From an optimization exercise on the open Yosys and OpenROAD flow, aimed at small area, a short achievable clock period and few clock cycles per item; shortcuts taken in it are not production practice.
Only simulation tests tie the RTL to the original design; equivalence was not proved.

job 1085:
## simple_generic_matrix_mult
module simple_generic_matrix_mult #(
    parameter integer M = 3,
    parameter integer N = 3,
    parameter integer P = 3,
    parameter integer DATA_WIDTH = 8
)(
    input  wire clk,
    input  wire rst,
    input  wire start,
    input  wire signed [DATA_WIDTH-1:0] a_in,
    input  wire [$clog2(M*N)-1:0] a_addr,
    input  wire a_wen,
    input  wire signed [DATA_WIDTH-1:0] b_in,
    input  wire [$clog2(N*P)-1:0] b_addr,
    input  wire b_wen,
    output reg [2*DATA_WIDTH-1:0] c_out,
    output reg c_valid,
    output reg done
);
Size: roughly 1,100 cells after synthesis, ~47 I/O pins, ~12,000 µm² of cells after synthesis.
export LEC_CHECK = 0
export ABC_CLOCK_PERIOD_IN_PS = 3000
export CAP_MARGIN = 20
export CORE_MARGIN = 2
export CORE_UTILIZATION = 70
export CTS_BUF_LIST = sky130_fd_sc_hd__clkbuf_8
export CTS_CLUSTER_DIAMETER = 60
export CTS_CLUSTER_SIZE = 14
export SLEW_MARGIN = 20
export SYNTH_HIERARCHICAL = 1
export SYNTH_MINIMUM_KEEP_SIZE = 0
create_clock -name core_clock -period 10.0 [get_ports {clk}]
standard.sh (not shown) runs the stock make flow with config.mk's settings and CLKGATE_MAP_FILE= SYNTH_SCRIPT=/design/flow/synth_recipe.tcl, a recipe that flattens the netlist after the stock synthesis.
==> flow/flow/run.sh <==
#!/bin/bash
set -euo pipefail
bash standard.sh SETUP_SLACK_MARGIN=7 finish > standard_flow.log 2>&1
Testbench counts of job 1085, summed over its fixed seeds: cycles 30,400, items 14,400.
Input-level comparison between job 5752 and job 1085:
Settings: changing CORE_UTILIZATION from 70 to 40.
Results
Via count (job 5752 vs. job 1085) decreases slightly
Changes observed in job 5752 relative to job 1085: overall fraction of global-route tracks in use now sits lower; relative area of non-clock buffer cells in the final design decreased 0.62 points; measured slew at the worst slew-check pin increased by 0.0062 ns relative to the old numbers; instance area at placement went up by about 1.6%.
Relative to job 1085, the first-pass GRT wire length of job 5752 is higher by 7.9%.
Post-route minimum period delta for job 5752 relative to job 1085: 0.079 ns higher
Final critical-path share of the clock period in job 5752 is 0.79 points higher than in job 1085
Setup changes, job 5752 to job 7108
Settings: swapping 40 for 70 in CORE_UTILIZATION.
==> flow/flow/run.sh <==
#!/bin/bash
set -euo pipefail
bash standard.sh SETUP_SLACK_MARGIN=7 "BUFFER_PORTS_ARGS=-buffer_cell sky130_fd_sc_hd__buf_2" finish > standard_flow.log 2>&1
## What came out
Re signed area change from the synthesized netlist to the final layout: job 7108 and job 5752 aren't equal, and the lower value belongs to job 7108.
Between job 7108 and job 5752, initial cell density of the core is lower for job 5752, job 7108 comes in above that.
Comparing job 7108 and job 5752, clock network area share is higher on job 5752.
Relative to job 5752, the post-CTS setup buffer count of job 7108 is lower by 23.
Accumulated negative setup slack: job 7108 vs job 5752 identical
Share of cells above drive strength 1 | job 7108 below job 5752
Final cell area: job 7108 below job 5752
Routed length on met2 (job 7108 / job 5752): 0.936
Delta(placed cell count, job 7108 - job 5752) < 0
Input changes introduced in job 3070 (baseline for comparison: job 7108):
Settings: CORE_UTILIZATION: 70 -> 60.
==> flow/flow/run.sh <==
#!/bin/bash
set -euo pipefail
bash standard.sh SETUP_SLACK_MARGIN=7 finish > standard_flow.log 2>&1
==> results.txt <==
Job 3070: clock skew is 0.0094 ns higher than what job 7108 reported.
Against job 7108, job 3070 comes in 370 µm lower on met3 wire length.
Final core utilization down 9.1 points in job 3070 wrt job 7108
Comparing job 7108 and job 3070, the higher setup slack is on job 3070.

========
simple_generic_matrix_mult, a different RTL version from the one above (not shown whole).
For scale: roughly 47 I/O pins, roughly 0.012 mm² of cells after synthesis.
Design simple_generic_matrix_mult, start of the top module:
module simple_generic_matrix_mult #(
    parameter integer M = 3,
    parameter integer N = 3,
    parameter integer P = 3,
    parameter integer DATA_WIDTH = 8
)(
    input  wire clk,
    input  wire rst,
    input  wire start,
    input  wire signed [DATA_WIDTH-1:0] a_in,
    input  wire [$clog2(M*N)-1:0] a_addr,
    input  wire a_wen,
    input  wire signed [DATA_WIDTH-1:0] b_in,
    input  wire [$clog2(N*P)-1:0] b_addr,
    input  wire b_wen,
    output reg [2*DATA_WIDTH-1:0] c_out,
    output reg c_valid,
    output reg done
);
clock: 10.0 ns
lec_check: 0
abc_clock_period_in_ps: 3000
cap_margin: 20
core_margin: 2
core_utilization: 70
cts_buf_list: sky130_fd_sc_hd__clkbuf_8 sky130_fd_sc_hd__clkbuf_16
cts_cluster_diameter: 60
cts_cluster_size: 14
slew_margin: 20
synth_hierarchical: 1
synth_minimum_keep_size: 0
==> flow/flow/run.sh <==
#!/bin/bash
set -euo pipefail
bash standard.sh SETUP_SLACK_MARGIN=7 "BUFFER_PORTS_ARGS=-buffer_cell sky130_fd_sc_hd__buf_2" finish > standard_flow.log 2>&1
Testbench counts at the start, summed over its fixed seeds: cycles 30,400, items 14,400.
==> next run, changes <==
- CTS_BUF_LIST: sky130_fd_sc_hd__clkbuf_8 sky130_fd_sc_hd__clkbuf_16 -> sky130_fd_sc_hd__clkbuf_16
- CTS_CLUSTER_DIAMETER: 60 -> 80
- CTS_CLUSTER_SIZE: 14 -> 24
After rerunning:
- The changed run finished with timing, DRC and antenna clean
- die area stays the same
- synthesized area stays the same
- design area fell by about 0.7%
- non-clock buffer count came out higher by 5
==> next run, changes <==
==> flow/flow/run.sh (replaced) <==
#!/bin/bash
set -euo pipefail
bash standard.sh SETUP_SLACK_MARGIN=6.9 "BUFFER_PORTS_ARGS=-buffer_cell sky130_fd_sc_hd__buf_2" finish > standard_flow.log 2>&1
- CTS_BUF_LIST: sky130_fd_sc_hd__clkbuf_16 -> sky130_fd_sc_hd__clkbuf_8
- CTS_CLUSTER_DIAMETER: 80 -> 60
- CTS_CLUSTER_SIZE: 24 -> 14
The new run finished clean.
Final cell count stays flat.
Area after synthesis stays the same.
Setup slack gets worse by 0.088 ns.
Die area is unchanged.
Maximum frequency goes down by 2.8%.
Wire length goes down by 3.7%.
==> next run, changes <==
==> flow/flow/run.sh (replaced) <==
#!/bin/bash
set -euo pipefail
bash standard.sh SETUP_SLACK_MARGIN=7.1 "BUFFER_PORTS_ARGS=-buffer_cell sky130_fd_sc_hd__buf_2" finish > standard_flow.log 2>&1
Result: Core utilization goes up by 2.0 points. Flip-flop and latch count does not change. Via count goes up by 0.72%. Cell count went up by 0.61%. Cell area is higher by 2.6%. Critical path depth decreases by 4.
==> next run, changes <==
==> flow/flow/run.sh (replaced) <==
#!/bin/bash
set -euo pipefail
bash standard.sh SETUP_SLACK_MARGIN=7 "BUFFER_PORTS_ARGS=-buffer_cell sky130_fd_sc_hd__buf_2" finish > standard_flow.log 2>&1
- CORE_UTILIZATION: 70 -> 80
Effect: Final area falls by 1.7%; register-to-register slack got worse by 0.16 ns; core utilization rises by 9.5 points; routed wire length rises by about 7%; first-iteration DRC count rises by about 33%; clock skew falls by 0.0053 ns; maximum frequency falls by 3.7%; critical path depth rises by 8; setup slack got worse by 0.12 ns.

========
== trial 88 ==
simple_generic_matrix_mult with an RTL version that a note above also has.
For scale: about 47 I/O pins.
clock: 10.0 ns
lec_check: 0
abc_clock_period_in_ps: 3000
cap_margin: 20
core_margin: 2
core_utilization: 70
cts_buf_list: sky130_fd_sc_hd__clkbuf_8
cts_cluster_diameter: 60
cts_cluster_size: 14
slew_margin: 20
synth_hierarchical: 1
synth_minimum_keep_size: 0
==> flow/flow/run.sh <==
#!/bin/bash
set -euo pipefail
bash standard.sh SETUP_SLACK_MARGIN=7.15 finish > standard_flow.log 2>&1
Trial 88: PASS, flow complete, no timing, DRC or antenna violations
Testbench counts of trial 88, summed over its fixed seeds: cycles 30,400, items 14,400.
Inputs modified between trial 88 and trial 3:
==> flow/flow/run.sh <==
#!/bin/bash
set -euo pipefail
bash standard.sh SETUP_SLACK_MARGIN=7 finish > standard_flow.log 2>&1
--- a/flow/config.mk
+++ b/flow/config.mk
@@ -7,6 +7,6 @@
 export LEC_CHECK = 0
-export ABC_CLOCK_PERIOD_IN_PS = 3000
+export ABC_CLOCK_PERIOD_IN_PS = 1500
 export CAP_MARGIN = 20
 export CORE_MARGIN = 2
-export CORE_UTILIZATION = 70
+export CORE_UTILIZATION = 40
 export CTS_BUF_LIST = sky130_fd_sc_hd__clkbuf_8
### Flow results
- Compared with trial 88, in trial 3 number of antenna violations at the first check in global routing went up 2, initial detailed-routing violation count moved down.
- The higher cell area came out of trial 88.
- The non-clock buffer count of trial 3 is lower than that of trial 88.
- Of trial 88 and trial 3, trial 88 shows the lower number of tap instances, with trial 3 above it.
- Re count of max-cap constraint violations: no difference whatsoever between trial 88 and trial 3.

========
RTL: one of the versions met above, not the one the previous note started from.
For scale: about 220 flip-flops, about 47 I/O pins, ~12000 um2 of cells after synthesis.
clock: 10.0 ns
lec_check: 0
abc_clock_period_in_ps: 3000
cap_margin: 20
core_margin: 2
core_utilization: 70
cts_buf_list: sky130_fd_sc_hd__clkbuf_8
cts_cluster_diameter: 60
cts_cluster_size: 14
slew_margin: 20
synth_hierarchical: 1
synth_minimum_keep_size: 0
==> flow/flow/run.sh <==
#!/bin/bash
set -euo pipefail
bash standard.sh SETUP_SLACK_MARGIN=6.8 "BUFFER_PORTS_ARGS=-buffer_cell sky130_fd_sc_hd__buf_2" finish > standard_flow.log 2>&1
The baseline passed the timing, DRC and antenna checks.
Testbench counts at the start, summed over its fixed seeds: cycles 30,400, items 14,400.
Change:
==> flow/flow/run.sh (replaced) <==
#!/bin/bash
set -euo pipefail
bash standard.sh SETUP_SLACK_MARGIN=7 "BUFFER_PORTS_ARGS=-buffer_cell sky130_fd_sc_hd__buf_2" finish > standard_flow.log 2>&1
- die area stays the same
- cell area grows by 1.8%
- global-route usage climbs by 0.33 points
- final cell count is lower by 0.38%
- utilization goes up by 1.4 points
- flip-flop and latch count stays the same
- count of clock-buffer cells in the layout is unchanged

-- port drivers added, routing unchanged --
No port has a modelled driver above. Below, the same layouts with a new extraction and two added sets of constraints. Step 1 (the two cells are an assumption about what drives the block):
set clk [get_ports {clk}]
set_driving_cell -lib_cell sky130_fd_sc_hd__clkbuf_16 $clk
set_driving_cell -lib_cell sky130_fd_sc_hd__buf_2 [delete_from_list [all_inputs] $clk]
Step 2, shift: input delay + t, output delay - t, t = (earliest + latest rising clock arrival at the registers) / 2. This alone moves slack from input paths to output paths. a / b / c = ideal / step 1 / step 2; a / b = the first two.
run | t (ns) | slack for setup (ns) | latest minus earliest clock arrival (ns) | slew at the worst register clock pin (ns) | cell pins on the clock port's net
job 1085 | 0.571 | 6.910 / 6.910 / 6.461 | 0.015 / 0.015 | 0.10 / 0.10 | 1
job 5752 | 0.597 | 6.831 / 6.831 / 6.486 | 0.040 / 0.039 | 0.10 / 0.10 | 1
job 7108 | 0.564 | 6.867 / 6.867 / 6.498 | 0.018 / 0.018 | 0.09 / 0.09 | 1
job 3070 | 0.570 | 6.900 / 6.900 / 6.459 | 0.028 / 0.028 | 0.10 / 0.10 | 1
the first run of note 2 | 0.540 | 7.009 / 6.970 / 6.488 | 0.010 / 0.009 | 0.07 / 0.07 | 1
the second run of note 2 | 0.533 | 6.990 / 6.969 / 6.482 | 0.021 / 0.022 | 0.10 / 0.10 | 1
the third run of note 2 | 0.563 | 6.902 / 6.923 / 6.360 | 0.012 / 0.012 | 0.09 / 0.09 | 1
the fourth run of note 2 | 0.565 | 6.957 / 6.914 / 6.575 | 0.025 / 0.024 | 0.10 / 0.10 | 1
the fifth run of note 2 | 0.591 | 6.839 / 6.839 / 6.479 | 0.019 / 0.019 | 0.10 / 0.10 | 1
trial 88 | 0.569 | 6.898 / 6.898 / 6.430 | 0.041 / 0.041 | 0.10 / 0.10 | 1
trial 3 | 0.597 | 6.831 / 6.831 / 6.486 | 0.040 / 0.039 | 0.10 / 0.10 | 1
the first run of note 4 | 0.565 | 6.834 / 6.856 / 6.292 | 0.023 / 0.023 | 0.09 / 0.09 | 1
the second run of note 4 | 0.589 | 6.962 / 6.919 / 6.440 | 0.013 / 0.013 | 0.10 / 0.10 | 1
After both steps setup and hold are still met in every run listed.
